Background: an optimization exercise with open tools, aiming at small area. Do not read the settings as production practice. RTL that was checked went through simulation tests only; none was proved equivalent to the original. No functional check of the RTL was part of runs 3, 4 and 6. Power figures rest on the tool's default switching activity, not on a simulated workload.

**flow/config.mk**
```make
export PLATFORM = sky130hd
export DESIGN_NAME = pong
export DESIGN_NICKNAME = pong
export VERILOG_FILES = /design/flow/design.v
export SDC_FILE = /design/flow/constraint.sdc
export NUM_CORES = 4
export LEC_CHECK = 0
export CAP_MARGIN = 20
export CORE_MARGIN = 2
export CORE_UTILIZATION = 40
export CTS_BUF_LIST = sky130_fd_sc_hd__clkbuf_8
export SLEW_MARGIN = 20
```
**flow/constraint.sdc**
```tcl
create_clock -name core_clock -period 10.0 [get_ports {clk}]
set_input_delay 2.0000 -clock core_clock [delete_from_list [all_inputs] [get_ports {clk}]]
set_output_delay 2.0000 -clock core_clock [all_outputs]
set_load 0.01 [all_outputs]
```
**flow/design.v**
```verilog
function automatic [10:0] f_add(input [10:0] a, input [10:0] b, input ci);
	integer i; reg c;
	begin
		c = ci;
		for (i = 0; i < 11; i = i + 1) begin
			f_add[i] = a[i] ^ b[i] ^ c;
			c = (a[i] & b[i]) | (a[i] & c) | (b[i] & c);
		end
	end
endfunction
function automatic [10:0] f_sub(input [10:0] a, input [10:0] b);
	f_sub = f_add(a, ~b, 1'b1);
endfunction
function automatic f_lt(input [10:0] a, input [10:0] b);
	integer i; reg r;
	begin
		r = 1'b0;
		for (i = 0; i < 11; i = i + 1)
			r = (~a[i] & b[i]) | (~(a[i] ^ b[i]) & r);
		f_lt = r;
	end
endfunction
function automatic [10:0] f_inc(input [10:0] a);
	integer i; reg c;
	begin
		c = 1'b1;
		for (i = 0; i < 11; i = i + 1) begin
			f_inc[i] = a[i] ^ c;
			c = a[i] & c;
		end
	end
endfunction
function automatic f_cmp(input [10:0] a, input [10:0] b, input ci);
	integer i; reg r;
	begin
		r = ci;
		for (i = 0; i < 11; i = i + 1)
			r = (~a[i] & b[i]) | (~(a[i] ^ b[i]) & r);
		f_cmp = r;
	end
endfunction
module pong
(
	input             clk,
	input             rst,
	input      [3:0]  sw,
	input      [3:0]  btn,
	output     [2:0]  led,
	output            hs,
	output            vs,
	output     [7:0]  rgb,
	output     [6:0]  seg,
	output     [3:0]  an
);
function automatic [10:0] f_add(input [10:0] a, input [10:0] b, input ci);
	integer i; reg c;
	begin
		c = ci;
		for (i = 0; i < 11; i = i + 1) begin
			f_add[i] = a[i] ^ b[i] ^ c;
			c = (a[i] & b[i]) | (a[i] & c) | (b[i] & c);
		end
	end
endfunction
function automatic [10:0] f_sub(input [10:0] a, input [10:0] b);
	f_sub = f_add(a, ~b, 1'b1);
endfunction
function automatic f_lt(input [10:0] a, input [10:0] b);
	integer i; reg r;
	begin
		r = 1'b0;
		for (i = 0; i < 11; i = i + 1)
			r = (~a[i] & b[i]) | (~(a[i] ^ b[i]) & r);
		f_lt = r;
	end
endfunction
function automatic [10:0] f_inc(input [10:0] a);
	integer i; reg c;
	begin
		c = 1'b1;
		for (i = 0; i < 11; i = i + 1) begin
			f_inc[i] = a[i] ^ c;
			c = a[i] & c;
		end
	end
endfunction
function automatic f_cmp(input [10:0] a, input [10:0] b, input ci);
	integer i; reg r;
	begin
		r = ci;
		for (i = 0; i < 11; i = i + 1)
			r = (~a[i] & b[i]) | (~(a[i] ^ b[i]) & r);
		f_cmp = r;
	end
endfunction
reg  [10:0] X;
reg  [9:0]  V;
wire [9:0]  P    = X[10:1];
wire        xend = X[10] & X[9] & X[6] & X[0];           
wire        vend = V[9] & V[3] & V[2] & V[0];            
wire        ft   = (X == 11'd2) & (V == 10'd480);
always @(posedge clk) begin
	if (rst)
		X <= 11'd1601;
	else if (xend)
		X <= 11'd0;
	else
		X <= f_inc(X);
	if (rst)
		V <= 10'd525;
	else if (xend & vend)
		V <= 10'd0;
	else
		V <= f_add(V, 11'd0, xend);
end
assign hs = ~(~f_lt(P, 10'd648) & f_lt(P, 10'd744));
assign vs = ~(V[9:1] == 9'd241);                         
reg  [9:0] bh;           
reg  [8:0] bv;           
reg        hdir;         
reg        vdir;         
reg  [3:0] spd;
reg        cw, cp, ovl;
always @(posedge clk) spd <= sw;
wire       h_r0 = hdir ? f_lt(bh, 10'd46) : ~f_lt(bh, 10'd591);
wire       h_r1 = hdir ? (~f_lt(bh, 10'd46) & f_lt(bh, 10'd61)) : (~f_lt(bh, 10'd576) & f_lt(bh, 10'd591));
wire [3:0] h_lo = hdir ? f_add(bh[3:0], 4'd2, 1'b0) : f_sub(4'd14, bh[3:0]);
wire       v_r0 = vdir ? f_lt(bv, 9'd76) : ~f_lt(bv, 9'd401);
wire [3:0] v_lo = vdir ? f_add(bv[3:0], 4'd4, 1'b0) : f_sub(4'd0, bv[3:0]);
wire       hf = h_r0 & f_cmp(h_lo, spd, ~hdir);
wire       vf = v_r0 & f_cmp(v_lo, spd, ~vdir);
wire       mh = ft & ~cp & ~hf;
wire       mv = ft & ~cp & ~vf;
wire [9:0] oh = {{6{mh & hdir}}, {4{mh}} & (spd ^ {4{hdir}})};
wire [8:0] ov = {{5{mv & vdir}}, {4{mv}} & (spd ^ {4{vdir}})};
wire [9:0] bh_n = f_add(bh, oh, mh & hdir);
wire [8:0] bv_n = f_add(bv, ov, mv & vdir);
wire       hdir_n = hdir ^ (ft & (cp | hf));
always @(posedge clk) begin
	if (rst) begin
		bh <= 10'd310;
		bv <= 9'd230;
		hdir <= 1'b0;
		vdir <= 1'b0;
	end else begin
		bh <= bh_n;
		bv <= bv_n;
		hdir <= hdir_n;
		vdir <= vdir ^ (ft & ~cp & vf);
	end
end
reg  [8:0] lp, rp;
wire       l_dn = ft & btn[0] & ~(lp[8] & lp[7] & lp[3]);           
wire       l_up = ft & ~l_dn & btn[1] & (|{lp[8], lp[5:1]});        
wire       r_dn = ft & btn[2] & ~(rp[8] & rp[7] & rp[3]);
wire       r_up = ft & ~r_dn & btn[3] & (|{rp[8], rp[5:1]});
wire [8:0] lp_n = f_add(lp, {{6{l_up}}, l_dn, l_up, l_dn | l_up}, 1'b0);
wire [8:0] rp_n = f_add(rp, {{6{r_up}}, r_dn, r_up, r_dn | r_up}, 1'b0);
always @(posedge clk) begin
	if (rst) begin
		lp <= 9'd230;
		rp <= 9'd230;
	end else begin
		lp <= lp_n;
		rp <= rp_n;
	end
end
wire [8:0] pa = (ft ? ~hdir_n : P[9]) ? rp_n : lp_n;
wire [8:0] ra = ft ? bv_n : V[8:0];
wire [9:0] dd = f_sub(ra, pa);
wire       d_0_20 = (dd[9:5] == 5'd0) & f_lt(dd[4:0], 5'd21);
wire       d_m4_m1 = &dd[9:2];
wire       w_lt = f_lt(h_lo, sw);
wire       wall = h_r0 & f_cmp(h_lo, sw, 1'b1);
wire       padh = h_r0 | (h_r1 & w_lt);
always @(posedge clk) begin
	if (rst) begin
		cw <= 1'b0;
		cp <= 1'b0;
		ovl <= 1'b1;
	end else begin
		cw <= wall;
		if (!wall) cp <= padh & ovl;
		if (ft) ovl <= d_0_20 | d_m4_m1;
	end
end
assign led = {1'b0, cw, cp};
wire [9:0] dh = f_sub(P, bh);
wire [9:0] dv = f_sub(V[8:0], bv);
wire ball_on = f_lt(dh, 10'd5) & f_lt(dv, 10'd5);
wire pad_on = ((~f_lt(P, 10'd40) & f_lt(P, 10'd46)) | (~f_lt(P, 10'd595) & f_lt(P, 10'd601))) & d_0_20;
wire bg_v = ~f_lt(V, 10'd55) & f_lt(V, 10'd426);
wire bg_h = ~f_lt(P, 10'd25) & f_lt(P, 10'd616);
wire bg_on = bg_v & bg_h & (f_lt(P, 10'd31) | ~f_lt(P, 10'd610) | f_lt(V, 10'd61) | ~f_lt(V, 10'd420));
assign rgb = {8{ball_on | pad_on | bg_on}};
reg  [3:0] p10, p11, p20, p21;
reg        cwd;
wire       hit = cw & ~cwd;
wire       e10 = hit & hdir;
wire       e20 = hit & ~hdir;
wire       e11 = e10 & p10[3] & p10[0];        
wire       e21 = e20 & p20[3] & p20[0];
always @(posedge clk) begin
	if (rst) begin
		cwd <= 1'b0;
		p10 <= 4'd0; p11 <= 4'd0; p20 <= 4'd0; p21 <= 4'd0;
	end else begin
		cwd <= cw;
		p10 <= bcd_inc(p10, e10);
		p11 <= bcd_inc(p11, e11);
		p20 <= bcd_inc(p20, e20);
		p21 <= bcd_inc(p21, e21);
	end
end
function automatic [3:0] bcd_inc(input [3:0] d, input e);
	begin
		bcd_inc[0] = d[0] ^ e;
		bcd_inc[1] = d[1] ^ (e & d[0] & ~d[3]);
		bcd_inc[2] = d[2] ^ (e & d[0] & d[1]);
		bcd_inc[3] = d[3] ^ (e & d[0] & (d[3] | (d[1] & d[2])));
	end
endfunction
reg  [15:0] lf;
wire        upd = (lf == 16'h44da);
always @(posedge clk) begin
	if (rst)
		lf <= 16'd0;
	else if (upd)
		lf <= 16'd1;
	else
		lf <= {lf[14:0], ~(lf[15] ^ lf[8])};
end
reg [1:0] cnt;
reg [3:0] digit;
reg [3:0] sc;        
always @(posedge clk) begin
	if (rst) begin
		cnt <= 2'd0;
		digit <= 4'd0;
		sc <= 4'd15;
	end else if (upd) begin
		digit <= cnt[1] ? (cnt[0] ? p11 : p20) : (cnt[0] ? p21 : p10);
		sc <= digit;
		cnt <= {cnt[1] ^ cnt[0], ~cnt[0]};
	end
end
wire [3:0] q = sc;
assign seg[0] = (q == 4'd1) | (q == 4'd4) | (q == 4'd15);
assign seg[1] = (q == 4'd5) | (q == 4'd6) | (q == 4'd15);
assign seg[2] = (q == 4'd2) | (q == 4'd15);
assign seg[3] = (q == 4'd1) | (q == 4'd4) | (q == 4'd7) | (q == 4'd15);
assign seg[4] = (q == 4'd1) | (q == 4'd3) | (q == 4'd4) | (q == 4'd5) | (q == 4'd7) | (q == 4'd9) | (q == 4'd15);
assign seg[5] = (q == 4'd1) | (q == 4'd2) | (q == 4'd3) | (q == 4'd7) | (q == 4'd15);
assign seg[6] = (q == 4'd0) | (q == 4'd1) | (q == 4'd7) | (q == 4'd15);
wire blank = &sc;
assign an = {blank | (cnt != 2'd1), blank | (cnt != 2'd2), blank | (cnt != 2'd3), blank | (cnt != 2'd0)};
endmodule
```
**flow/run.sh**
```bash
#!/bin/bash
# synth_recipe.tcl (not shown) runs the flow's synth.tcl, then flattens the netlist and writes it again
# the make line also repeats each setting of config.mk as NAME=value (left out here)
make -C /OpenROAD-flow-scripts/flow DESIGN_CONFIG=/design/flow/config.mk WORK_HOME=/design/flow/orfs CLKGATE_MAP_FILE= SYNTH_SCRIPT=/design/flow/synth_recipe.tcl finish
```
==> results of run 1 <==
-- power groups by stage --
stage / Clock (W) / Sequential (W) / Combinational (W)
final: 0.000312 / 0.000474 / 0.000115
after global routing: 0.000341 / 0.000477 / 0.000132
after CTS: 0.000322 / 0.000474 / 0.000116
after detailed placement: 0 / 0.000485 / 0.000114
after global placement: 0 / 0.000483 / 0.000113
after floorplan: 0 / 0.000475 / 0.0000863
-- kinds of logic after synthesis --
logic type | synth area share [%]
other cells | 0.0546
buf+inv | 5.19
simple gates | 19.9
compound gates | 8.63
xor+xnor | 4.08
fa+ha+maj | 25.7
flops | 32.1
mux | 4.41
-- critical path: stages --
cell	delay (ns)
clkdlybuf4s50_1	0.42
o31ai_1	0.12
a21oi_1	0.12
ha_1	0.21
fa_1	0.38
fa_1	0.40
fa_1	0.39
fa_1	0.39
fa_1	0.39
fa_1	0.39
fa_1	0.45
mux2_4	0.28
fa_2	0.36
fa_2	0.35
nor4b_2	0.22
o211ai_1	0.20
nor2_1	0.12
o21ai_0	0.11
nand3_2	0.24
buf_6	0.15
-- flip-flops by register name (all words and copies together), names as in the netlist, 4 cells and up --
signal  cells
V          10
X          11
bh         10
bv          9
digit       4
lf         16
lp          9
p10         4
p11         4
p20         4
p21         4
rp          9
sc          4
spd         4
-- final timing paths --
path	startpoint	endpoint	slack, ns
max	btn[1]	rgb[7]	0.30
min	X[0]	X[0]	0.47
max reg2reg	bv[0]	ovl	2.78
min reg2reg	X[0]	X[0]	0.47
-- metal layers --
metal | GRT usage (%) | part of all wire [%]
met2 | 27.0 | 48
met5 | 0 | 0
met1 | 21.9 | 48
met4 | 4.40 | 1.5
met3 | 3.75 | 3.4
-- final cells by class --
class | instances | area share, %
Multi-Input combinational cell | 492 | 57.1
Sequential cell | 110 | 28.8
Timing Repair Buffer | 42 | 5.22
Tap cell | 220 | 3.59
Inverter | 47 | 2.30
Clock buffer | 9 | 1.62
Clock inverter | 7 | 1.40
-- metrics by stage --
step	setup TNS, ns	area, sq um	worst slack (ns)
2_1_floorplan	0	6870	0.759
3_3_place_gp	-1.46	7360	-0.183
3_5_place_dp	-3.07	7360	-0.390
4_1_cts	0	7610	0.0258
5_1_grt	-0.155	7660	-0.0206
6_report	0	7660	0.304
-- Yosys cell counts, types with 3 or more instances --
library cell    n
a21oi_1        29
nand3_2         3
o31ai_1         3
or3_1           3
and2_1         24
inv_1          46
nor3b_1         4
and3_1          4
a21o_1         10
mux4_2          4
nand2_1        38
nand2b_1        9
a211o_1         6
ha_1           53
dfxtp_1       110
fa_1           55
nor4_1          4
xnor2_1        21
a211oi_1        3
buf_4          10
buf_1           4
nor2b_1        29
nor3_1          7
or2_2          21
mux2i_1        16
or4_1           4
xor2_1         11
clkbuf_1       14
nand3_1        14
nand4_1         9
o211ai_1        4
nor4b_1         3
buf_2           3
o21ai_0        15
nor2_1         44
a31oi_1         3
-- repair_timing --
action / CTS / global route
endpoints found under the setup margin: 8 / 8
resized for setup: 14 / 41
hold endpoints to repair: 0 / 0
hold buffers: 0 / 0
pin swaps: 3 / 7
==> impl_metrics.toml, run 1 <==
[finish]
antenna_cells = 0
drive_gt1_share_pct = 12.4
fin_nets = 820
ff_latch_area_sq_mm = 0.00221
utilization_pct = 45.9
fillers = 1556
multi_input_area_sq_mm = 0.00437
layout_common_cells = "108 x dfxtp_1, 53 x ha_1, 50 x fa_1"
instances_no_fill = 927
mostFrequentLayoutCell = "dfxtp_1"
area_growth_pct = 11.6

[yosys]
synthFlopType = "dfxtp_1"
yosysTopAreaCellShare_pct = 32.1
synth_edf_count = 0
yosysWarnings = 1
synthCells = 682
synth_top_area_cell = "dfxtp_1"
synth_area_leaders = "dfxtp_1 32%, fa_1 16%, ha_1 9.7%"
synth_area_per_cell_sq_um = 10.1
syn_area_sq_mm = 0.00687
seq_area_frac_synth_pct = 32.1
ys_ff_latch = 110
postSynth.asyncResetShare_pct = 0
yosysUniqueCellTypes = 66

[clock_tree]
cts.clk_slew.worst_paths_ns = 0.10
cts_setup_buffers = 0
cts_made_buffers = 9
tritoncts = "yes"
cts_sinks = 110
clk_latency_ns = 0.40
cts_root_buf = "clkbuf_8"
clockBufferDepth = 2
htreeDepth = 3

[pwr]
p_leak_nw = 3.10
p_seq_share_pct = 52.6
ir_worst_vdd_mv = 0.0891
power_frac_comb_pct = 12.8
design_power_total_w = 0.000901
power_switching_w = 0.000254
p_per_area_mw_per_mm2 = 118
p_int_w = 0.000647
swShare_pct = 28.2
clkPwrFrac_pct = 34.6

[critical_path]
cp.arrival_ns = 7.70
crit_fanout = 8
required_ns = 8.00
endpoint_kind = "output port"
r2r_cells = 26
critPathKind = "in2out"
start_kind = "input port"

[timing]
fin_skew_ns = 0.0128
period_needed_ns = 9.70
finalSetupViolations = 0
max_freq_mhz = 103
fin_crit_sh_pct = 97.0
hold_violations = 0
holdWs_ns = 0.471
slew_viol_final = 0
slew-limit-headroom_pct = 42.3
tightestPinTransition_ns = 0.865

[floorplanning]
die_y_microns = 135
ios = 34
fp-row-count = 47
dieArea_sq_mm = 0.0182
core-area_sq_mm = 0.0167
die_w_microns = 135
start_util_pct = 41.1

[run]
drv_cap = 0

[outcome]
outcome = "complete, no violations"

[route]
vias = 4727
ant_nets = 0
drt-total-wl_microns = 14000
first_pass_iters = 5
drtIter0Drc = 215
viasPerCell = 5.10
wl_per_cell_microns = 15.1
remaining_drc_errors = 0

[global_route]
grt_usage_pct = 16.4
grt_pass1_wl_microns = 23900
grt-ovfl-total = 0
grt_max_degree = 86
grt_pass1_vias = 4857
antenna_found_initial = 0

[placement]
portBuffers = 32
place_congestion = 0.791
dpl.hpwl_microns = 10600
post-place-cells = 911

[hold_path]
hold_path_depth = 1
min_path_type = "reg2reg"
==> inputs of run 2 (changes only) <==
--- a/flow/config.mk
+++ b/flow/config.mk
@@ -8,5 +8,4 @@
 export CAP_MARGIN = 20
 export CORE_MARGIN = 2
 export CORE_UTILIZATION = 40
-export CTS_BUF_LIST = sky130_fd_sc_hd__clkbuf_8
 export SLEW_MARGIN = 20
==> run 2 against run 1 <==
Against the previous run:
- flip-flop and latch count is the same
- sequential power hardly changed
- critical path depth did not move
- area after synthesis unchanged
- clock-buffer cell count rose by 1
- register-to-register slack worse by 0.04 ns
- worst setup slack worse by 0.038 ns
- combinational power about the same
- first-iteration DRC count is 3.3% higher
- power rose by 10%
==> impl_metrics.toml, run 2 <==
[timing]
fin_crit_sh_pct = 97.3
slew_viol_final = 0
finalSetupViolations = 0
fin_setup_tns_ns = 0
fin_skew_ns = 0.00760
holdWs_ns = 0.463
tightestPinTransition_ns = 0.867
period_needed_ns = 9.73
hold_violations = 0
max_freq_mhz = 103
rsz0062_at_grt = "false"
slew-limit-headroom_pct = 42.2

[clock_tree]
cts_root_buf = "clkbuf_16"
clockBufferDepth = 2
ctsHoldBuffers = 0
cts_sinks = 110
cts_setup_buffers = 0
clk_latency_ns = 0.36
htreeDepth = 3
cts.clk_slew.worst_paths_ns = 0.07
cts_made_buffers = 9
tritoncts = "yes"

[route]
first_pass_iters = 4
viasPerCell = 5.10
drtIter0Drc = 222
drt-total-wl_microns = 13900
remaining_drc_errors = 0
wl_per_cell_microns = 15.0
vias = 4729
ant_nets = 0

[hold_path]
min_path_type = "reg2reg"

[yosys]
ys_ff_latch = 110
yosysMostFrequentCell = "dfxtp_1"
yosysTopAreaCellShare_pct = 32.1
synth_area_per_cell_sq_um = 10.1
yosysUniqueCellTypes = 66
postSynth.asyncResetShare_pct = 0
synth_top_area_cell = "dfxtp_1"
synthCells = 682
yosysWarnings = 1
seq_area_frac_synth_pct = 32.1
synthFlopType = "dfxtp_1"
syn_area_sq_mm = 0.00687
synth_area_leaders = "dfxtp_1 32%, fa_1 16%, ha_1 9.7%"
synth_edf_count = 0
synth_common_cells = "110 x dfxtp_1, 55 x fa_1, 53 x ha_1"

[critical_path]
start_kind = "input port"
crit_fanout = 8
critPathKind = "in2out"
required_ns = 8.00
endpoint_kind = "output port"
cp.arrival_ns = 7.73

[finish]
area_growth_pct = 13.0
instances_no_fill = 927
fin_nets = 820
mostFrequentLayoutCell = "dfxtp_1"
layout_common_cells = "108 x dfxtp_1, 53 x ha_1, 51 x fa_1"
multi_input_area_sq_mm = 0.00437
top_register = "lf"
antenna_cells = 0
top_regs = "lf: 16 flops, X: 11 flops"
largest_reg_flops = 16
stdcell_area_sq_mm = 0.00776
ff_latch_area_sq_mm = 0.00221
utilization_pct = 46.5
drive_gt1_share_pct = 12.3
fillers = 1547

[global_route]
grt_pass1_vias = 4830
grt_usage_pct = 16.3
antenna_found_initial = 0
grt_pass1_wl_microns = 23800
grt_max_degree = 86
grt-ovfl-total = 0

[placement]
place_area_sq_mm = 0.00736
post-place-cells = 911
dpl.hpwl_microns = 10600
place_congestion = 0.791
portBuffers = 32

[outcome]
outcome = "complete, no violations"

[pwr]
p_leak_nw = 3.14
p_per_area_mw_per_mm2 = 128
ir_worst_vdd_mv = 0.108

[floorplanning]
start_util_pct = 41.1
fp-row-count = 47
die_w_microns = 135
dieArea_sq_mm = 0.0182
die_y_microns = 135
ios = 34
core-area_sq_mm = 0.0167

[run]
drv_cap = 0
==> run 2: cell counts after synthesis <==
Identical to the previous run, type by type.
==> run 2: logic make-up after synthesis <==
kind of cell	Yosys count	synth area share (%)
mux	24	4.41
flops	110	32.1
compound gates	89	8.63
fa+ha+maj	108	25.7
xor+xnor	32	4.08
buf+inv	80	5.19
simple gates	238	19.9
other cells	1	0.0546
==> run 2: routing by layer <==
layer,vias up,global-route usage (%),share of wire (%)
met2,72,26.8,47
met3,13,3.87,3.7
met5,-,0,0
met4,0,3.59,1.1
met1,2308,21.9,48
li1,2336,-,-
==> run 2: timing repair <==
item                       in CTS  in global routing
pin swaps                       1                  8
setup endpoints to repair       8                  8
resized for setup              14                 40
==> run 2: stage by stage <==
step / setup WS [ns] / total power [W]
4_1_cts: 0.0278 / 0.00100
6_report: 0.266 / 0.000991
3_3_place_gp: -0.183 / 0.000596
2_1_floorplan: 0.759 / 0.000561
3_5_place_dp: -0.390 / 0.000599
5_1_grt: 0.00854 / 0.00104
==> run 2: final timing paths <==
path / from / to / slack (ns) / cells past startpoint
worst min register to register: X[0] / X[0] / 0.46 / 1
worst max-delay path: btn[1] / rgb[7] / 0.27 / 20
worst min-delay path: X[0] / X[0] / 0.46 / 1
worst max register to register: bv[0] / ovl / 2.74 / 26
==> run 2: layout make-up <==
type	count	area share [%]
flip-flops and latches	110	28.4
multi-input cells	492	56.3
inverters	47	2.27
repair buffers	42	5.16
clock buffers	10	2.95
clock inverters	6	1.34
well taps	220	3.55
==> run 2: where the power goes <==
part	internal, W	switching [W]
Sequential	0.000450	0.0000240
Combinational	0.0000520	0.0000627
Clock	0.000225	0.000177
Total	0.000726	0.000264
==> run 2: worst max-delay path, cell delays in order <==
cell and delay, ns:
clkdlybuf4s50_1 0.42, o31ai_1 0.12, a21oi_1 0.12, ha_1 0.21, fa_1 0.38, fa_1 0.40, fa_1 0.39, fa_1 0.39
fa_1 0.39, fa_1 0.39, fa_1 0.45, mux2_4 0.28, fa_2 0.36, fa_2 0.36, nor4b_2 0.27, o211ai_1 0.21
nor2_1 0.12, o21ai_0 0.11, nand3_2 0.22, buf_6 0.15
==> inputs of run 3 (changes only) <==
--- a/flow/design.v
+++ b/flow/design.v
@@ -99,6 +99,7 @@
 wire        xend = X[10] & X[9] & X[6] & X[0];           
 wire        vend = V[9] & V[3] & V[2] & V[0];            
 wire        ft   = (X == 11'd2) & (V == 10'd480);
+wire        ft1  = (X == 11'd3) & (V == 10'd480);         
 always @(posedge clk) begin
 	if (rst)
 		X <= 11'd1601;
@@ -165,14 +166,16 @@
 		rp <= rp_n;
 	end
 end
-wire [8:0] pa = (ft ? ~hdir_n : P[9]) ? rp_n : lp_n;
-wire [8:0] ra = ft ? bv_n : V[8:0];
+wire [8:0] pa = (ft1 ? ~hdir : P[9]) ? rp : lp;
+wire [8:0] ra = ft1 ? bv : V[8:0];
 wire [9:0] dd = f_sub(ra, pa);
 wire       d_0_20 = (dd[9:5] == 5'd0) & f_lt(dd[4:0], 5'd21);
 wire       d_m4_m1 = &dd[9:2];
 wire       w_lt = f_lt(h_lo, sw);
 wire       wall = h_r0 & f_cmp(h_lo, sw, 1'b1);
 wire       padh = h_r0 | (h_r1 & w_lt);
+wire       ovl_new = d_0_20 | d_m4_m1;
+wire       ovl_now = ft1 ? ovl_new : ovl;
 always @(posedge clk) begin
 	if (rst) begin
 		cw <= 1'b0;
@@ -180,8 +183,8 @@
 		ovl <= 1'b1;
 	end else begin
 		cw <= wall;
-		if (!wall) cp <= padh & ovl;
-		if (ft) ovl <= d_0_20 | d_m4_m1;
+		if (!wall) cp <= padh & ovl_now;
+		if (ft1) ovl <= ovl_new;
 	end
 end
 assign led = {1'b0, cw, cp};
@@ -200,12 +203,11 @@
 wire       e20 = hit & ~hdir;
 wire       e11 = e10 & p10[3] & p10[0];        
 wire       e21 = e20 & p20[3] & p20[0];
-always @(posedge clk) begin
-	if (rst) begin
-		cwd <= 1'b0;
+always @(posedge clk) cwd <= cw;      
+always @(posedge clk) begin
+	if (rst) begin
 		p10 <= 4'd0; p11 <= 4'd0; p20 <= 4'd0; p21 <= 4'd0;
 	end else begin
-		cwd <= cw;
 		p10 <= bcd_inc(p10, e10);
 		p11 <= bcd_inc(p11, e11);
 		p20 <= bcd_inc(p20, e20);
--- a/flow/config.mk
+++ b/flow/config.mk
@@ -8,4 +8,5 @@
 export CAP_MARGIN = 20
 export CORE_MARGIN = 2
 export CORE_UTILIZATION = 40
+export CTS_BUF_LIST = sky130_fd_sc_hd__clkbuf_8
 export SLEW_MARGIN = 20
==> run 3 against run 2 <==
Against the previous run:
- still clean
- clock-buffer cell count fell by 1
- flip-flop and latch count stayed put
- die area fell by 0.50%
- hold slack worse by 0.016 ns
- first-iteration DRC count increased by 22%
- non-clock buffer count is 9 lower
- utilization down 1.7 points
- combinational power is 6% higher
- via count rose by 2.0%
- area after synthesis shrank 0.51%
- critical path depth down 2
- critical endpoint is now rgb[0]
==> impl_metrics.toml, run 3 <==
[finish]
multi_input_area_sq_mm = 0.00427
instances_no_fill = 936
drive_gt1_share_pct = 7.96
layout_common_cells = "110 x dfxtp_1, 57 x nand2_1, 55 x fa_1"
mostFrequentLayoutCell = "dfxtp_1"
antenna_cells = 0
top_register = "lf"
top_regs = "lf: 16 flops, X: 11 flops"
fillers = 1604
area_growth_pct = 8.99
largest_reg_flops = 16
fin_nets = 829
ff_latch_area_sq_mm = 0.00220
stdcell_area_sq_mm = 0.00745

[floorplanning]
start_util_pct = 41.1
die_w_microns = 135
fp-row-count = 47
die_y_microns = 135
ios = 34
core-area_sq_mm = 0.0166
dieArea_sq_mm = 0.0181

[timing]
fin_skew_ns = 0.0163
slew-limit-headroom_pct = 30.9
fin_crit_sh_pct = 87.2
period_needed_ns = 8.72
finalSetupViolations = 0
hold_violations = 0
tightestPinTransition_ns = 1.04
max_freq_mhz = 115
rsz0062_at_grt = "false"
fin_setup_tns_ns = 0
slew_viol_final = 0

[critical_path]
endpoint_kind = "output port"
r2r-start = "bh[0]"
reg2reg_to = "bh[9]"
crit_fanout = 14
r2r_cells = 22
start_kind = "flip-flop"
critPathKind = "reg2out"
required_ns = 8.00
rrSetupSlack_ns = 3.54
cp.arrival_ns = 6.72

[outcome]
outcome = "complete, no violations"

[clock_tree]
ctsHoldBuffers = 0
cts_sinks = 110
cts_made_buffers = 9
cts_setup_buffers = 0
htreeDepth = 3
clockBufferDepth = 2
cts_root_buf = "clkbuf_8"
cts.clk_slew.worst_paths_ns = 0.11
tritoncts = "yes"
ctsResizeCount = 0
clk_latency_ns = 0.39

[yosys]
synth_xor_xnor_area_share_pct = 3.97
seq_area_frac_synth_pct = 32.2
yosysMostFrequentCell = "dfxtp_1"
synth_area_per_cell_sq_um = 9.78
yosysUniqueCellTypes = 62
ys_ff_latch = 110
synthCells = 699
synthFlopType = "dfxtp_1"
synth_compound_area_share_pct = 6.39
synth-adder-area-share_pct = 25.8
synthSimpleGateAreaFrac_pct = 21.3
postSynth.asyncResetShare_pct = 0
yosysTopAreaCellShare_pct = 32.2
synth_top_family_by_area = "adder cells"
muxShareOfSynthArea_pct = 4.92
synth_edf_count = 0
synth_common_cells = "110 x dfxtp_1, 57 x nand2_1, 55 x fa_1"
synth_top_area_cell = "dfxtp_1"
syn_area_sq_mm = 0.00683
synth_area_leaders = "dfxtp_1 32%, fa_1 16%, ha_1 9.7%"
yosysWarnings = 1

[global_route]
grt_pass1_vias = 4930
met2_usage_pct = 27.2
grt_max_degree = 72
grt_pass1_wl_microns = 23800
busiest_layer = "met2"
gr-usage-met1_pct = 21.7
grt-ovfl-total = 0
antenna_found_initial = 0
grt_use_met3_pct = 2.48
grt_usage_pct = 16.5

[placement]
post-place-cells = 920
place_area_sq_mm = 0.00727
portBuffers = 32
place_congestion = 0.891
dpl.hpwl_microns = 10700

[route]
ant_nets = 0
first_pass_iters = 4
drt-total-wl_microns = 13900
wl_per_cell_microns = 14.8
vias = 4825
drtIter0Drc = 270
viasPerCell = 5.15
remaining_drc_errors = 0

[pwr]
ir_worst_vdd_mv = 0.0551
design_power_total_w = 0.000853
p_per_area_mw_per_mm2 = 115
p_leak_nw = 3.22

[hold_path]
hold_path_depth = 1
holdPathEnd = "X[0]"
min_from = "X[0]"
min_path_type = "reg2reg"

[run]
drv_cap = 0
-- run 3: worst max-delay path, cell delays in order, from the launching register on --
cell and delay (ns):
dfxtp_1 0.66, clkinv_1 0.38, a21oi_2 0.62, mux2_2 0.28
ha_1 0.16, fa_1 0.16, inv_1 0.05, fa_1 0.39
fa_1 0.39, fa_1 0.39, fa_1 0.40, fa_1 0.39
fa_1 0.39, inv_1 0.08, fa_1 0.42, nand4_1 0.16
a211o_1 0.13, nand3_1 0.29, clkdlybuf4s50_1 0.60
-- run 3: layout make-up --
cell class,instances,share of cell area [%]
well taps,220,3.70
clock inverters,7,0.790
inverters,52,2.62
multi-input cells,505,57.3
repair buffers,33,4.33
clock buffers,9,1.66
flip-flops and latches,110,29.6
-- run 3: how the worst max path moves through the flow --
stage | from | end | slack (ns) | depth (start not counted)
2_1_floorplan | X[10] | rgb[1] | 2.77 | 21
3_3_place_gp | hdir | rgb[0] | 1.95 | 18
3_5_place_dp | hdir | rgb[0] | 1.72 | 18
4_1_cts | hdir | rgb[0] | 1.25 | 18
5_1_grt | hdir | rgb[7] | 0.92 | 17
6_report | hdir | rgb[0] | 1.28 | 18
-- run 3: kinds of logic after synthesis --
logic type | Yosys count
AND/OR/NAND/NOR | 266
flip-flops | 110
adder cells (fa/ha/maj) | 108
buffers and inverters | 84
AO/OA/AOI/OAI | 71
XOR/XNOR | 31
multiplexers | 28
other | 1
-- run 3: per-layer routing --
| metal | vias to the layer above | part of all wire [%] |
|---|---|---|
| met2 | 100 | 47 |
| li1 | 2367 | - |
| met5 | - | 0 |
| met1 | 2332 | 47 |
| met4 | 0 | 2.9 |
| met3 | 26 | 3.2 |
-- run 3: power by group --
part           total [W]  internal, W  switching, W
Sequential      0.000472     0.000450     0.0000221
Combinational   0.000122    0.0000514     0.0000701
Clock           0.000259    0.0000948      0.000164
-- run 3: per-stage QoR --
stage               hold WS, ns  util [%]  worst slack [ns]
floorplan                 0.355         -              2.77
global placement          0.417      43.7              1.95
detailed placement        0.418      43.7              1.72
CTS                       0.443      44.8              1.25
global route              0.454      44.8             0.920
finish                    0.447      44.8              1.28
==> inputs of run 4 (changes only) <==
==> flow/flow/run.sh (new file) <==
#!/bin/bash
# The standard layout, with the port buffers made of the smallest buffer
# cell and the buffers that synthesis (ABC) inserted removed at floorplan.
set -euo pipefail
bash standard.sh "BUFFER_PORTS_ARGS=-buffer_cell sky130_fd_sc_hd__buf_1" "REMOVE_ABC_BUFFERS=1" finish > standard.log 2>&1
==> flow/standard.sh (new file) <==
#!/bin/bash
# synth_recipe.tcl (not shown) runs the flow's synth.tcl, then flattens the netlist and writes it again
# the make line also repeats each setting of config.mk as NAME=value (left out here)
make -C /OpenROAD-flow-scripts/flow DESIGN_CONFIG=/design/flow/config.mk WORK_HOME=/design/flow/orfs CLKGATE_MAP_FILE= SYNTH_SCRIPT=/design/flow/synth_recipe.tcl "${@:-finish}"
removed: flow/run.sh
==> run 4 against run 3 <==
Against the previous run:
- still clean
- via count decreased by 0.93%
- utilization decreased by 1.2 points
- sequential share of layout area increased by 0.79 points
- non-clock buffer count unchanged
- hold slack got worse by 0.024 ns
- critical path depth unchanged
- clock skew decreased by 0.0018 ns
- worst setup slack improved by 0.51 ns
- clock-buffer cell count increased by 1
- highest routed layer unchanged
==> impl_metrics.toml, run 4 <==
[outcome]
outcome = "complete, no violations"

[clock_tree]
clockBufferDepth = 2
ctsResizeCount = 0
cts_setup_buffers = 0
tritoncts = "yes"
cts_sinks = 110
ctsHoldBuffers = 0
htreeDepth = 3
clk_latency_ns = 0.39
cts.clk_slew.worst_paths_ns = 0.11
cts_made_buffers = 9
cts_root_buf = "clkbuf_8"

[route]
viasPerCell = 5.11
first_pass_iters = 4
remaining_drc_errors = 0
drtIter0Drc = 187
ant_nets = 0
drt-total-wl_microns = 14200
wl_per_cell_microns = 15.1
vias = 4780

[critical_path]
r2r_cells = 22
start_kind = "flip-flop"
r2r-start = "bh[0]"
critPathKind = "reg2out"
crit_path_start = "hdir"
crit_fanout = 14
rrSetupSlack_ns = 3.46
endpoint_kind = "output port"
cp.arrival_ns = 6.20
required_ns = 8.00

[timing]
fin_crit_sh_pct = 82.0
period_needed_ns = 8.20
finalSetupViolations = 0
fin_setup_tns_ns = 0
fin_skew_ns = 0.0145
hold_violations = 0
tightestPinTransition_ns = 1.00
slew_viol_final = 0
max_freq_mhz = 122
slew-limit-headroom_pct = 33.1
rsz0062_at_grt = "false"

[yosys]
synthCells = 699
yosysTopAreaCellShare_pct = 32.2
synth_common_cells = "110 x dfxtp_1, 57 x nand2_1, 55 x fa_1"
synth_area_per_cell_sq_um = 9.78
syn_area_sq_mm = 0.00683
postSynth.asyncResetShare_pct = 0
yosysMostFrequentCell = "dfxtp_1"
yosysWarnings = 1
synth_edf_count = 0
ys_ff_latch = 110
seq_area_frac_synth_pct = 32.2
yosysUniqueCellTypes = 62
synthFlopType = "dfxtp_1"
synth_top_area_cell = "dfxtp_1"
synth_area_leaders = "dfxtp_1 32%, fa_1 16%, ha_1 9.7%"

[global_route]
grt_pass1_wl_microns = 23800
met2_usage_pct = 27.6
gr-usage-met1_pct = 22.0
busiest_layer = "met2"
grt-ovfl-total = 0
grt_use_met3_pct = 3.64
grt_max_degree = 72
antenna_found_initial = 0
grt_usage_pct = 16.6
grt_pass1_vias = 4808

[pwr]
p_leak_nw = 3.13
p_per_area_mw_per_mm2 = 118
ir_worst_vdd_mv = 0.0576

[floorplanning]
ios = 34
start_util_pct = 41.1
fp-row-count = 47
dieArea_sq_mm = 0.0181
core-area_sq_mm = 0.0166
die_y_microns = 135
die_w_microns = 135

[finish]
stdcell_area_sq_mm = 0.00726
drive_gt1_share_pct = 7.96
area_growth_pct = 6.17
fin_nets = 829
layout_common_cells = "110 x dfxtp_1, 57 x nand2_1, 55 x fa_1"
top_regs = "lf: 16 flops, X: 11 flops"
largest_reg_flops = 16
mostFrequentLayoutCell = "dfxtp_1"
antenna_cells = 0
top_register = "lf"

[hold_path]
min_path_type = "reg2reg"
hold_path_depth = 0
min_from = "cw"

[placement]
place_congestion = 0.889
place_area_sq_mm = 0.00707
dpl.hpwl_microns = 10800
portBuffers = 32

[run]
drv_cap = 0
[run 4: cell type report]
type,count,area (sq um)
clock inverters,6,46.3
clock buffers,10,138
multi-input cells,505,4270
repair buffers,33,129
fillers,1588,9390
well taps,220,275
flip-flops and latches,110,2200
inverters,52,195
[run 4: per-stage QoR]
stage          total power, W  utilization, %  hold slack [ns]  setup slack (ns)  instances
4_1_cts              0.000868            43.6            0.428              1.78        936
2_1_floorplan        0.000560               -            0.396              2.60        667
3_3_place_gp         0.000601            42.5            0.416              2.48        920
5_1_grt              0.000904            43.6            0.434              1.33        936
6_report             0.000856            43.6            0.423              1.80        936
3_5_place_dp         0.000603            42.5            0.409              2.25        920
[run 4: final timing paths]
| path | end |
|---|---|
| hold / removal | cwd |
| setup / recovery | rgb[3] |
| hold reg to reg | cwd |
| setup reg to reg | bh[9] |
[run 4: logic make-up after synthesis]
kind of cell	after synthesis	share of synthesized area [%]
adders and majority gates	108	25.8
and+or+nand+nor	266	21.3
muxes	28	4.92
AOI/OAI and AO/OA	71	6.39
xor gates and xnor gates	31	3.97
DFF	110	32.2
buffers and inverters	84	5.29
other	1	0.0549
[run 4: critical path: stages (launching register included)]
cell	delay, ns
dfxtp_1	0.65
clkinv_1	0.38
a21oi_2	0.62
mux2_2	0.28
ha_1	0.17
fa_1	0.18
inv_1	0.06
fa_1	0.39
fa_1	0.40
fa_1	0.39
fa_1	0.40
fa_1	0.40
fa_1	0.36
inv_1	0.08
fa_1	0.42
nand4_1	0.11
a211o_1	0.11
nand3_1	0.21
buf_1	0.20
[run 4: per-layer routing]
layer	vias up	wire length, microns
li1	2370	-
met1	2314	6710
met2	79	6710
met3	17	533
met4	0	231
met5	-	0
[run 4: report_power, final]
group	switching, W	internal (W)
Sequential	0.0000219	0.000450
Combinational	0.0000738	0.0000504
Clock	0.000160	0.0000994
==> inputs of run 5 (changes only) <==
--- a/flow/design.v
+++ b/flow/design.v
@@ -166,10 +166,13 @@
 		rp <= rp_n;
 	end
 end
-wire [8:0] pa = (ft1 ? ~hdir : P[9]) ? rp : lp;
+wire       bsel = (P[9:4] == 6'd0) & ~ft1;
+wire [8:0] pa = bsel ? bv : ((ft1 ? ~hdir : P[9]) ? rp : lp);
 wire [8:0] ra = ft1 ? bv : V[8:0];
 wire [9:0] dd = f_sub(ra, pa);
 wire       d_0_20 = (dd[9:5] == 5'd0) & f_lt(dd[4:0], 5'd21);
+reg        brow;
+always @(posedge clk) if (bsel) brow <= (dd[9:3] == 7'd0) & f_lt(dd[2:0], 3'd5);
 wire       d_m4_m1 = &dd[9:2];
 wire       w_lt = f_lt(h_lo, sw);
 wire       wall = h_r0 & f_cmp(h_lo, sw, 1'b1);
@@ -189,8 +192,7 @@
 end
 assign led = {1'b0, cw, cp};
 wire [9:0] dh = f_sub(P, bh);
-wire [9:0] dv = f_sub(V[8:0], bv);
-wire ball_on = f_lt(dh, 10'd5) & f_lt(dv, 10'd5);
+wire ball_on = f_lt(dh, 10'd5) & brow;
 wire pad_on = ((~f_lt(P, 10'd40) & f_lt(P, 10'd46)) | (~f_lt(P, 10'd595) & f_lt(P, 10'd601))) & d_0_20;
 wire bg_v = ~f_lt(V, 10'd55) & f_lt(V, 10'd426);
 wire bg_h = ~f_lt(P, 10'd25) & f_lt(P, 10'd616);
==> run 5 against run 4 <==
Against the previous run:
- non-clock buffer count up 1
- synthesized cell count up 0.14%
- final cell count increased by 0.11%
- critical path type unchanged
- largest cell class unchanged
- hold slack worse by 0.020 ns
- register-to-register slack got worse by 0.40 ns
- critical path depth is 3 higher
- still clean on timing, DRC and antenna
- combinational power decreased by 4%
- highest routed layer unchanged
- via count rose by 2.7%
- fmax fell by 10%
- worst setup slack worse by 0.96 ns
==> impl_metrics.toml, run 5 <==
[placement]
dpl.hpwl_microns = 11100
place_area_sq_mm = 0.00706
place_congestion = 0.868
portBuffers = 32
post-place-cells = 921

[clock_tree]
clockBufferDepth = 2
cts_made_buffers = 9
cts_setup_buffers = 0
ctsHoldBuffers = 0
clk_latency_ns = 0.39
cts.clk_slew.worst_paths_ns = 0.11
cts_root_buf = "clkbuf_8"
tritoncts = "yes"
ctsResizeCount = 0
cts_sinks = 111
htreeDepth = 3

[floorplanning]
start_util_pct = 41.0
core-area_sq_mm = 0.0166
dieArea_sq_mm = 0.0181
ios = 34
die_w_microns = 134
die_y_microns = 134
fp-row-count = 47

[timing]
tightestPinTransition_ns = 0.876
rsz0062_at_grt = "false"
fin_crit_sh_pct = 91.6
fin_skew_ns = 0.0125
period_needed_ns = 9.16
fin_setup_tns_ns = 0
slew-limit-headroom_pct = 41.6
max_freq_mhz = 109
slew_viol_final = 0
hold_violations = 0
finalSetupViolations = 0

[critical_path]
path_buf_inv = 2
start_kind = "flip-flop"
slowest_delay_ns = 0.66
worstPathCellList = "or3_4 -> or3_4 -> o21ai_1 -> nor2_1 -> a21oi_1 -> ha_1 -> inv_1 -> fa_1 -> fa_1 -> fa_1 -> fa_1 -> fa_1 -> fa_1 -> fa_1 -> fa_1 -> nor4_1 -> nand2_1 -> nor3_1 -> a21oi_1 -> o21ai_0 -> buf_1"
required_ns = 8.00
crit_path_top_delay_cell = "o21ai_1"
endpoint_kind = "output port"
critPathKind = "reg2out"
crit_cells = 21
cp.arrival_ns = 7.16
cpMostUsedCell = "fa_1"
crit_fanout = 14
crit_family = "adder cells"
r2r_cells = 22

[global_route]
grt_pass1_vias = 5096
antenna_found_initial = 0
grt_max_degree = 87
grt-ovfl-total = 0
grt_pass1_wl_microns = 24900
grt_usage_pct = 17.3

[finish]
layout_common_cells = "110 x dfxtp_1, 55 x nor2_1, 52 x ha_1"
top_regs = "lf: 16 flops, X: 11 flops"
drive_gt1_share_pct = 7.39
largest_reg_flops = 16
mostFrequentLayoutCell = "dfxtp_1"
antenna_cells = 0
area_growth_pct = 6.73
top_register = "lf"
instances_no_fill = 937
stdcell_area_sq_mm = 0.00726
fin_nets = 821
utilization_pct = 43.8

[route]
wl_per_cell_microns = 15.5
viasPerCell = 5.24
ant_nets = 0
drtIter0Drc = 218
first_pass_iters = 5
drt-total-wl_microns = 14500
vias = 4910
remaining_drc_errors = 0

[yosys]
synth_edf_count = 1
ys_ff_latch = 111
synth_common_cells = "110 x dfxtp_1, 55 x nor2_1, 52 x ha_1"
synthCells = 700
synth_top_area_cell = "dfxtp_1"
synth_area_leaders = "dfxtp_1 32%, fa_1 14%, ha_1 9.6%"
synth_area_per_cell_sq_um = 9.72
yosysWarnings = 1
yosysMostFrequentCell = "dfxtp_1"
yosysUniqueCellTypes = 67
yosysTopAreaCellShare_pct = 32.4
synthFlopType = "dfxtp_1"
postSynth.asyncResetShare_pct = 0
seq_area_frac_synth_pct = 32.8
syn_area_sq_mm = 0.00681

[pwr]
p_per_area_mw_per_mm2 = 121
design_power_total_w = 0.000879
p_leak_nw = 2.97
ir_worst_vdd_mv = 0.0852

[run]
drv_cap = 0

[outcome]
outcome = "complete, no violations"

[hold_path]
min_path_type = "reg2reg"
hold_path_depth = 0
## run 5: cell count changes after synthesis, moves of 5 or more
cell,delta
a21o_1,+11
mux2i_1,-9
fa_1,-8
nand3_1,+5
or4_1,-5
inv_1,-9
nand2b_1,+7
o21ai_0,-7
and3_1,-19
a211oi_1,+6
nand2_1,-22
and2_1,+24
## run 5: kinds of logic after synthesis
kind of cell	share of synthesized area [%]
flops	32.8
fa+ha+maj	23.4
compound gates	9.87
buf+inv	4.76
mux	3.46
xor+xnor	4.12
other cells	0.0551
simple gates	21.6
## run 5: final timing paths
path / end / startpoint / slack (ns)
max: rgb[3] / V[2] / 0.84
min: cwd / cw / 0.40
max reg2reg: bh[9] / hdir / 3.06
min reg2reg: cwd / cw / 0.40
## run 5: metal layers
layer  global-route usage, %  up-vias  part of all wire [%]
met4                    5.32        0                   1.3
met1                    21.7     2380                    45
met2                    29.9       98                    50
met5                       0        -                     0
li1                        -     2421                     -
met3                    3.51       11                   4.2
## run 5: area by class of cell
cell class | instances | area (sq um)
fillers | 1634 | 9320
multi-input cells | 513 | 4250
flip-flops and latches | 111 | 2230
well taps | 220 | 275
inverters | 43 | 161
clock buffers | 11 | 151
repair buffers | 34 | 136
clock inverters | 5 | 57.6
## run 5: where the power goes
group	leakage (nW)	switching (W)	internal, W	total (W)
logic	1.97	0.0000667	0.0000518	0.000119
registers	0.900	0.0000210	0.000455	0.000476
clock network	0.103	0.000155	0.000129	0.000285
total	2.97	0.000243	0.000636	0.000879
## run 5: stage by stage
stage,setup slack [ns],hold WS (ns)
after floorplan,1.34,0.396
after global placement,1.43,0.410
after detailed placement,1.33,0.394
after CTS,0.885,0.410
after global routing,0.399,0.425
final,0.841,0.403
==> inputs of run 6 (changes only) <==
--- a/flow/design.v
+++ b/flow/design.v
@@ -150,34 +150,35 @@
 		vdir <= vdir ^ (ft & ~cp & vf);
 	end
 end
-reg  [8:0] lp, rp;
-wire       l_dn = ft & btn[0] & ~(lp[8] & lp[7] & lp[3]);           
-wire       l_up = ft & ~l_dn & btn[1] & (|{lp[8], lp[5:1]});        
-wire       r_dn = ft & btn[2] & ~(rp[8] & rp[7] & rp[3]);
-wire       r_up = ft & ~r_dn & btn[3] & (|{rp[8], rp[5:1]});
-wire [8:0] lp_n = f_add(lp, {{6{l_up}}, l_dn, l_up, l_dn | l_up}, 1'b0);
-wire [8:0] rp_n = f_add(rp, {{6{r_up}}, r_dn, r_up, r_dn | r_up}, 1'b0);
-always @(posedge clk) begin
-	if (rst) begin
-		lp <= 9'd230;
-		rp <= 9'd230;
-	end else begin
-		lp <= lp_n;
-		rp <= rp_n;
+reg  [6:0] lk, rk;
+wire       l_dn = ft & btn[0] & ~(lk[6] & lk[1]);                 
+wire       l_up = ft & ~l_dn & btn[1] & (|lk);                    
+wire       r_dn = ft & btn[2] & ~(rk[6] & rk[1]);
+wire       r_up = ft & ~r_dn & btn[3] & (|rk);
+wire [6:0] lk_n = f_add(lk, {{6{l_up}}, l_dn | l_up}, 1'b0);
+wire [6:0] rk_n = f_add(rk, {{6{r_up}}, r_dn | r_up}, 1'b0);
+always @(posedge clk) begin
+	if (rst) begin
+		lk <= 7'd33;
+		rk <= 7'd33;
+	end else begin
+		lk <= lk_n;
+		rk <= rk_n;
 	end
 end
 wire       bsel = (P[9:4] == 6'd0) & ~ft1;
-wire [8:0] pa = bsel ? bv : ((ft1 ? ~hdir : P[9]) ? rp : lp);
+wire [6:0] ks = (ft1 ? ~hdir : P[9]) ? rk : lk;
+wire [8:0] k5 = f_add({ks, 2'b00}, ks, 1'b0);
+wire [8:0] pa = bsel ? bv : k5;
 wire [8:0] ra = ft1 ? bv : V[8:0];
 wire [9:0] dd = f_sub(ra, pa);
-wire       d_0_20 = (dd[9:5] == 5'd0) & f_lt(dd[4:0], 5'd21);
+wire       d_pad = ~dd[9] & ~f_lt(dd, 10'd65) & f_lt(dd, 10'd86);        
 reg        brow;
 always @(posedge clk) if (bsel) brow <= (dd[9:3] == 7'd0) & f_lt(dd[2:0], 3'd5);
-wire       d_m4_m1 = &dd[9:2];
 wire       w_lt = f_lt(h_lo, sw);
 wire       wall = h_r0 & f_cmp(h_lo, sw, 1'b1);
 wire       padh = h_r0 | (h_r1 & w_lt);
-wire       ovl_new = d_0_20 | d_m4_m1;
+wire       ovl_new = ~dd[9] & ~f_lt(dd, 10'd61) & f_lt(dd, 10'd86);     
 wire       ovl_now = ft1 ? ovl_new : ovl;
 always @(posedge clk) begin
 	if (rst) begin
@@ -193,7 +194,7 @@
 assign led = {1'b0, cw, cp};
 wire [9:0] dh = f_sub(P, bh);
 wire ball_on = f_lt(dh, 10'd5) & brow;
-wire pad_on = ((~f_lt(P, 10'd40) & f_lt(P, 10'd46)) | (~f_lt(P, 10'd595) & f_lt(P, 10'd601))) & d_0_20;
+wire pad_on = ((~f_lt(P, 10'd40) & f_lt(P, 10'd46)) | (~f_lt(P, 10'd595) & f_lt(P, 10'd601))) & d_pad;
 wire bg_v = ~f_lt(V, 10'd55) & f_lt(V, 10'd426);
 wire bg_h = ~f_lt(P, 10'd25) & f_lt(P, 10'd616);
 wire bg_on = bg_v & bg_h & (f_lt(P, 10'd31) | ~f_lt(P, 10'd610) | f_lt(V, 10'd61) | ~f_lt(V, 10'd420));
==> run 6 against run 5 <==
Against the previous run:
- global-route usage fell by 1.3 points
- worst setup slack improved by 0.20 ns
- still clean on timing, DRC and antenna
- critical endpoint is now rgb[6]
- flip-flop and latch count fell by 4
- final cell count fell by 1.1%
- critical path type unchanged
- via count fell by 4.2%
==> impl_metrics.toml, run 6 <==
[outcome]
outcome = "complete, no violations"

[floorplanning]
start_util_pct = 40.6
die_w_microns = 133
die_y_microns = 133
ios = 34
dieArea_sq_mm = 0.0178
fp-row-count = 47
core-area_sq_mm = 0.0165

[finish]
layout_common_cells = "106 x dfxtp_1, 56 x nor2_1, 54 x ha_1"
area_growth_pct = 6.63
largest_reg_flops = 16
mostFrequentLayoutCell = "dfxtp_1"
antenna_cells = 0
fin_nets = 813
instances_no_fill = 927
top_register = "lf"
drive_gt1_share_pct = 7.21
top_regs = "lf: 16 flops, X: 11 flops"

[yosys]
synthCells = 690
yosysUniqueCellTypes = 60
postSynth.asyncResetShare_pct = 0
synth_area_per_cell_sq_um = 9.69
synth_common_cells = "106 x dfxtp_1, 56 x nor2_1, 54 x ha_1"
yosysTopAreaCellShare_pct = 31.7
ys_ff_latch = 107
synth_edf_count = 1
synth_top_area_cell = "dfxtp_1"
synth_area_leaders = "dfxtp_1 32%, fa_1 14%, ha_1 10%"
syn_area_sq_mm = 0.00669
yosysWarnings = 1
synthFlopType = "dfxtp_1"
seq_area_frac_synth_pct = 32.2
yosysMostFrequentCell = "dfxtp_1"

[timing]
period_needed_ns = 8.96
finalSetupViolations = 0
max_freq_mhz = 112
fin_skew_ns = 0.0120
tightestPinTransition_ns = 0.737
fin_setup_tns_ns = 0
slew-limit-headroom_pct = 50.7
slew_viol_final = 0
fin_crit_sh_pct = 89.6
hold_violations = 0
rsz0062_at_grt = "false"

[clock_tree]
cts.clk_slew.worst_paths_ns = 0.11
clk_latency_ns = 0.39
cts_sinks = 107
cts_made_buffers = 9
ctsResizeCount = 0
tritoncts = "yes"
htreeDepth = 3
cts_setup_buffers = 0
clockBufferDepth = 2
ctsHoldBuffers = 0
cts_root_buf = "clkbuf_8"

[placement]
post-place-cells = 911
portBuffers = 32
dpl.hpwl_microns = 10200
place_congestion = 0.882

[critical_path]
reg2reg_to = "cp"
critPathKind = "reg2out"
crit_fanout = 17
crit_path_start = "X[3]"
cp.arrival_ns = 6.96
rrSetupSlack_ns = 3.42
endpoint_kind = "output port"
start_kind = "flip-flop"
r2r-start = "X[3]"
required_ns = 8.00
r2r_cells = 22

[route]
first_pass_iters = 4
drtIter0Drc = 211
viasPerCell = 5.08
vias = 4705
wl_per_cell_microns = 14.3
ant_nets = 0
remaining_drc_errors = 0
drt-total-wl_microns = 13300

[run]
drv_cap = 0

[hold_path]
holdPathEnd = "cwd"
hold_path_depth = 0
min_path_type = "reg2reg"
min_from = "cw"

[global_route]
grt_pass1_vias = 4717
antenna_found_initial = 0
grt-ovfl-total = 0
grt_usage_pct = 16.0
grt_max_degree = 63
grt_pass1_wl_microns = 22700

[pwr]
p_leak_nw = 2.91
p_per_area_mw_per_mm2 = 118
ir_worst_vdd_mv = 0.0948
==> run 6: logic make-up after synthesis <==
family	count (synthesis)	share of synthesized area (%)
adder cells (fa/ha/maj)	101	24.2
flip-flops	107	32.2
XOR/XNOR	31	4.06
multiplexers	24	4.47
AND/OR/NAND/NOR	246	20.1
AO/OA/AOI/OAI	99	9.73
other	1	0.0561
buffers and inverters	81	5.17
==> run 6: worst max-delay path: stages (launching register included) <==
cell	delay, ns
dfxtp_1	0.37
nor4_1	0.47
and4_1	0.42
nand3_1	0.17
nand4_1	0.45
mux2_2	0.41
ha_1	0.20
fa_1	0.38
fa_1	0.37
inv_1	0.08
fa_1	0.18
fa_1	0.19
fa_1	0.17
inv_1	0.05
fa_1	0.38
fa_1	0.39
fa_1	0.51
nand3b_1	0.08
a2111oi_0	0.62
o211ai_1	0.21
nand3_1	0.28
buf_1	0.18
==> run 6: how the worst max path moves through the flow <==
stage | endpoint
floorplan | rgb[0]
global placement | rgb[0]
detailed placement | rgb[7]
CTS | rgb[7]
global route | rgb[6]
finish | rgb[6]
==> run 6: per-stage QoR <==
step | worst slack (ns) | utilization, % | total power (W) | cell area, sq um | hold slack, ns
CTS | 1.06 | 43.3 | 0.000857 | 7130 | 0.426
global route | 0.650 | 43.3 | 0.000889 | 7130 | 0.434
global placement | 1.72 | 42.1 | 0.000574 | 6930 | 0.405
floorplan | 1.98 | - | 0.000543 | 6520 | 0.396
detailed placement | 1.53 | 42.1 | 0.000578 | 6930 | 0.409
finish | 1.04 | 43.3 | 0.000841 | 7130 | 0.438
==> run 6: power by group <==
part / leakage (nW) / internal (W) / switching (W) / total (W)
sequential: 0.870 / 0.000439 / 0.0000229 / 0.000462
combinational: 1.94 / 0.0000475 / 0.0000583 / 0.000106
clock: 0.107 / 0.000118 / 0.000156 / 0.000274
total: 2.91 / 0.000604 / 0.000237 / 0.000841
==> run 6: per-layer routing <==
| layer | vias to the layer above | track usage (%) | part of all wire (%) |
|---|---|---|---|
| li1 | 2355 | - | - |
| met1 | 2247 | 20.7 | 47 |
| met2 | 82 | 26.4 | 47 |
| met3 | 21 | 3.50 | 3.5 |
| met4 | 0 | 5.79 | 2.2 |
| met5 | - | 0 | 0 |
==> run 6: area by class of cell <==
cell class | instances | area [sq um]
clock buffers | 9 | 124
clock inverters | 7 | 76.3
fillers | 1608 | 9340
inverters | 49 | 184
multi-input cells | 502 | 4190
flip-flops and latches | 107 | 2150
well taps | 220 | 275
repair buffers | 33 | 129
==> inputs of run 7 (changes only) <==
--- a/flow/design.v
+++ b/flow/design.v
@@ -128,7 +128,8 @@
 wire [3:0] h_lo = hdir ? f_add(bh[3:0], 4'd2, 1'b0) : f_sub(4'd14, bh[3:0]);
 wire       v_r0 = vdir ? f_lt(bv, 9'd76) : ~f_lt(bv, 9'd401);
 wire [3:0] v_lo = vdir ? f_add(bv[3:0], 4'd4, 1'b0) : f_sub(4'd0, bv[3:0]);
-wire       hf = h_r0 & f_cmp(h_lo, spd, ~hdir);
+reg        wl;
+wire       hf = hdir ? wl : cw;
 wire       vf = v_r0 & f_cmp(v_lo, spd, ~vdir);
 wire       mh = ft & ~cp & ~hf;
 wire       mv = ft & ~cp & ~vf;
@@ -178,6 +179,7 @@
 wire       w_lt = f_lt(h_lo, sw);
 wire       wall = h_r0 & f_cmp(h_lo, sw, 1'b1);
 wire       padh = h_r0 | (h_r1 & w_lt);
+always @(posedge clk) wl <= h_r0 & w_lt;
 wire       ovl_new = ~dd[9] & ~f_lt(dd, 10'd61) & f_lt(dd, 10'd86);     
 wire       ovl_now = ft1 ? ovl_new : ovl;
 always @(posedge clk) begin
==> run 7 against run 6 <==
Against the previous run:
- still clean on timing, DRC and antenna
- clock power grew 5%
- worst setup slack gained 0.99 ns
- final area shrank 1.4%
- largest cell class unchanged
- largest power group unchanged
==> impl_metrics.toml, run 7 <==
[outcome]
outcome = "complete, no violations"

[yosys]
synthFlopType = "dfxtp_1"
synth_common_cells = "107 x dfxtp_1, 55 x inv_1, 55 x nor2_1"
synth_top_area_cell = "dfxtp_1"
yosysTopAreaCellShare_pct = 32.5
muxShareOfSynthArea_pct = 4.56
synth_area_per_cell_sq_um = 9.73
synth_top_family_by_area = "adder cells"
synthCells = 677
synth_area_leaders = "dfxtp_1 33%, fa_1 14%, ha_1 9.5%"
postSynth.asyncResetShare_pct = 0
synth_compound_area_share_pct = 8.49
seq_area_frac_synth_pct = 33.0
ys_ff_latch = 108
syn_area_sq_mm = 0.00659
synth_edf_count = 1
yosysMostFrequentCell = "dfxtp_1"
synth_xor_xnor_area_share_pct = 4.52
synth-adder-area-share_pct = 23.8
yosysUniqueCellTypes = 61
yosysWarnings = 1
synthSimpleGateAreaFrac_pct = 19.8

[global_route]
antenna_found_initial = 0
grt_pass1_vias = 4521
grt_pass1_wl_microns = 21900
grt-ovfl-total = 0
grt_max_degree = 82
grt_usage_pct = 15.3

[finish]
mostFrequentLayoutCell = "dfxtp_1"
fin_nets = 795
largest_reg_flops = 16
top_regs = "lf: 16 flops, X: 11 flops"
instances_no_fill = 909
antenna_cells = 0
stdcell_area_sq_mm = 0.00703
area_growth_pct = 6.70
top_register = "lf"
drive_gt1_share_pct = 7.50
layout_common_cells = "107 x dfxtp_1, 55 x inv_1, 55 x nor2_1"
fillers = 1603

[timing]
hold_violations = 0
tightestPinTransition_ns = 0.827
max_freq_mhz = 125
fin_setup_tns_ns = 0
finalSetupViolations = 0
fin_crit_sh_pct = 79.7
slew_viol_final = 0
fin_skew_ns = 0.00977
slew-limit-headroom_pct = 44.9
setup_ws_ns = 2.03
rsz0062_at_grt = "false"
period_needed_ns = 7.97

[pwr]
swShare_pct = 27.4
clkPwrFrac_pct = 33.6
p_int_w = 0.000621
power_switching_w = 0.000235
power_frac_comb_pct = 12.0
p_leak_nw = 2.86
ir_worst_vdd_mv = 0.0877
p_per_area_mw_per_mm2 = 122
p_seq_share_pct = 54.4

[clock_tree]
ctsResizeCount = 0
ctsHoldBuffers = 0
htreeDepth = 3
clockBufferDepth = 2
clk_latency_ns = 0.38
cts_setup_buffers = 0
cts_sinks = 108
tritoncts = "yes"
cts.clk_slew.worst_paths_ns = 0.10
cts_root_buf = "clkbuf_8"
cts_made_buffers = 9

[critical_path]
required_ns = 8.00
critPathKind = "reg2out"
r2r-start = "bv[1]"
crit_path_start = "X[6]"
reg2reg_to = "bv[8]"
endpoint_kind = "output port"
rrSetupSlack_ns = 3.98
start_kind = "flip-flop"
cp.arrival_ns = 5.97
crit_fanout = 8
r2r_cells = 22

[route]
drt-total-wl_microns = 12500
vias = 4508
viasPerCell = 4.96
wl_per_cell_microns = 13.8
ant_nets = 0
first_pass_iters = 4
drtIter0Drc = 234
remaining_drc_errors = 0

[floorplanning]
die_y_microns = 132
ios = 34
die_w_microns = 132
fp-row-count = 46
dieArea_sq_mm = 0.0175
core-area_sq_mm = 0.0160
start_util_pct = 41.2

[placement]
place_area_sq_mm = 0.00681
place_congestion = 0.881
dpl.hpwl_microns = 9590
portBuffers = 32
post-place-cells = 893
pre_cts_ws_ns = 2.42

[hold_path]
holdPathEnd = "cwd"
hold_path_depth = 0
min_path_type = "reg2reg"
min_from = "cw"

[run]
drv_cap = 0
==> run 7: cell types whose count changed in the layout (fill, tap and decap cells not counted), sizes merged, moves of 5 or more <==
cell | before | now
inv | 52 | 57
a21oi | 36 | 25
or3 | 2 | 7
o21ai | 14 | 20
or2 | 17 | 12
xnor2 | 18 | 24
==> run 7: layer usage <==
layer / up-vias / global-route usage [%] / routed length, microns
met5: - / 0 / 0
met4: 0 / 4.84 / 161
met3: 11 / 3.19 / 394
met2: 61 / 25.8 / 6130
met1: 2156 / 19.8 / 5830
li1: 2280 / - / -
==> run 7: power by group through the flow <==
stage	Clock [W]	Sequential [W]	Combinational [W]
floorplan	0	0.000469	0.0000759
global placement	0	0.000475	0.000100
detailed placement	0	0.000476	0.000103
CTS	0.000300	0.000466	0.000104
global route	0.000317	0.000470	0.000119
finish	0.000288	0.000466	0.000103
==> run 7: area by class of cell <==
class                   count  area, sq um  share of cell area [%]
multi-input cells         481         4030                    57.4
flip-flops and latches    108         2170                    30.9
well taps                 216          270                    3.84
inverters                  55          206                    2.94
clock buffers              11          151                    2.15
repair buffers             33          129                    1.83
clock inverters             5         67.6                   0.961
==> run 7: metrics by stage <==
step	total power (W)	utilization, %	hold WS, ns
after floorplan	0.000545	-	0.399
after global placement	0.000576	42.6	0.412
after detailed placement	0.000579	42.6	0.421
after CTS	0.000870	43.9	0.435
after global routing	0.000905	43.9	0.446
final	0.000857	43.9	0.434
==> run 7: worst max path at each step <==
stage / end / slack [ns]
2_1_floorplan: rgb[0] / 2.61
3_3_place_gp: rgb[0] / 2.52
3_5_place_dp: rgb[7] / 2.42
4_1_cts: rgb[7] / 1.98
5_1_grt: rgb[2] / 1.54
6_report: rgb[7] / 2.03
==> run 7: cells by family (layout without fill, tap and decap cells) <==
kind of cell,Yosys count,after routing
other,1,1
muxes,24,24
xor gates and xnor gates,34,34
and+or+nand+nor,238,238
AOI/OAI and AO/OA,87,87
DFF,108,108
adders and majority gates,97,97
buffers and inverters,88,104
==> run 7: worst max-delay path, stage by stage, from the launching register on <==
cell and delay [ns]:
dfxtp_1 0.39, nor4_1 0.49, nand3_1 0.15, o21bai_2 0.39
mux2_2 0.40, mux2_2 0.26, ha_1 0.19, inv_1 0.06
fa_1 0.16, inv_1 0.05, fa_1 0.35, inv_1 0.07
fa_1 0.18, fa_1 0.18, fa_1 0.17, inv_1 0.05
fa_1 0.37, fa_1 0.38, fa_1 0.49, nand3b_1 0.10
nor2_1 0.18, a311o_1 0.34, buf_1 0.19

static timing again, ports no longer ideal:
The results above use ideal ports. As a check the final layouts listed here were re-extracted and re-timed, cells and wires unchanged. Step 1: set_driving_cell puts a clkbuf_16 on clk and a buf_2 on each other input, an assumption about the parent block. Step 2 times the ports against the registers' clock, not the clock port: input delays grow and output delays shrink by t, the midpoint of the rising clock arrivals with the driver on. a / b / c = no drivers / after step 1 / after step 2; a / b = the first two.
| run | shift t [ns] | setup WS [ns] | worst setup path at the end | worst data-port slew with drivers (ns) |
|---|---|---|---|---|
| run 1 | 0.426 | 0.304 / 0.282 / 0.282 | input to output | 0.03 |
| run 2 | 0.392 | 0.266 / 0.245 / 0.245 | input to output | 0.03 |
| run 3 | 0.418 | 1.284 / 1.248 / 1.666 | register to output | 0.03 |
| run 4 | 0.421 | 1.797 / 1.757 / 2.179 | register to output | 0.04 |
| run 5 | 0.426 | 0.841 / 0.800 / 1.227 | register to output | 0.03 |
| run 6 | 0.425 | 1.040 / 1.003 / 1.428 | register to output | 0.03 |
| run 7 | 0.419 | 2.026 / 1.984 / 2.403 | register to output | 0.03 |
After both steps setup and hold are still met in every run listed. The setup slack of run 1, which loses most, moves by -0.022 ns with the drivers and by -0.022 ns with both steps.
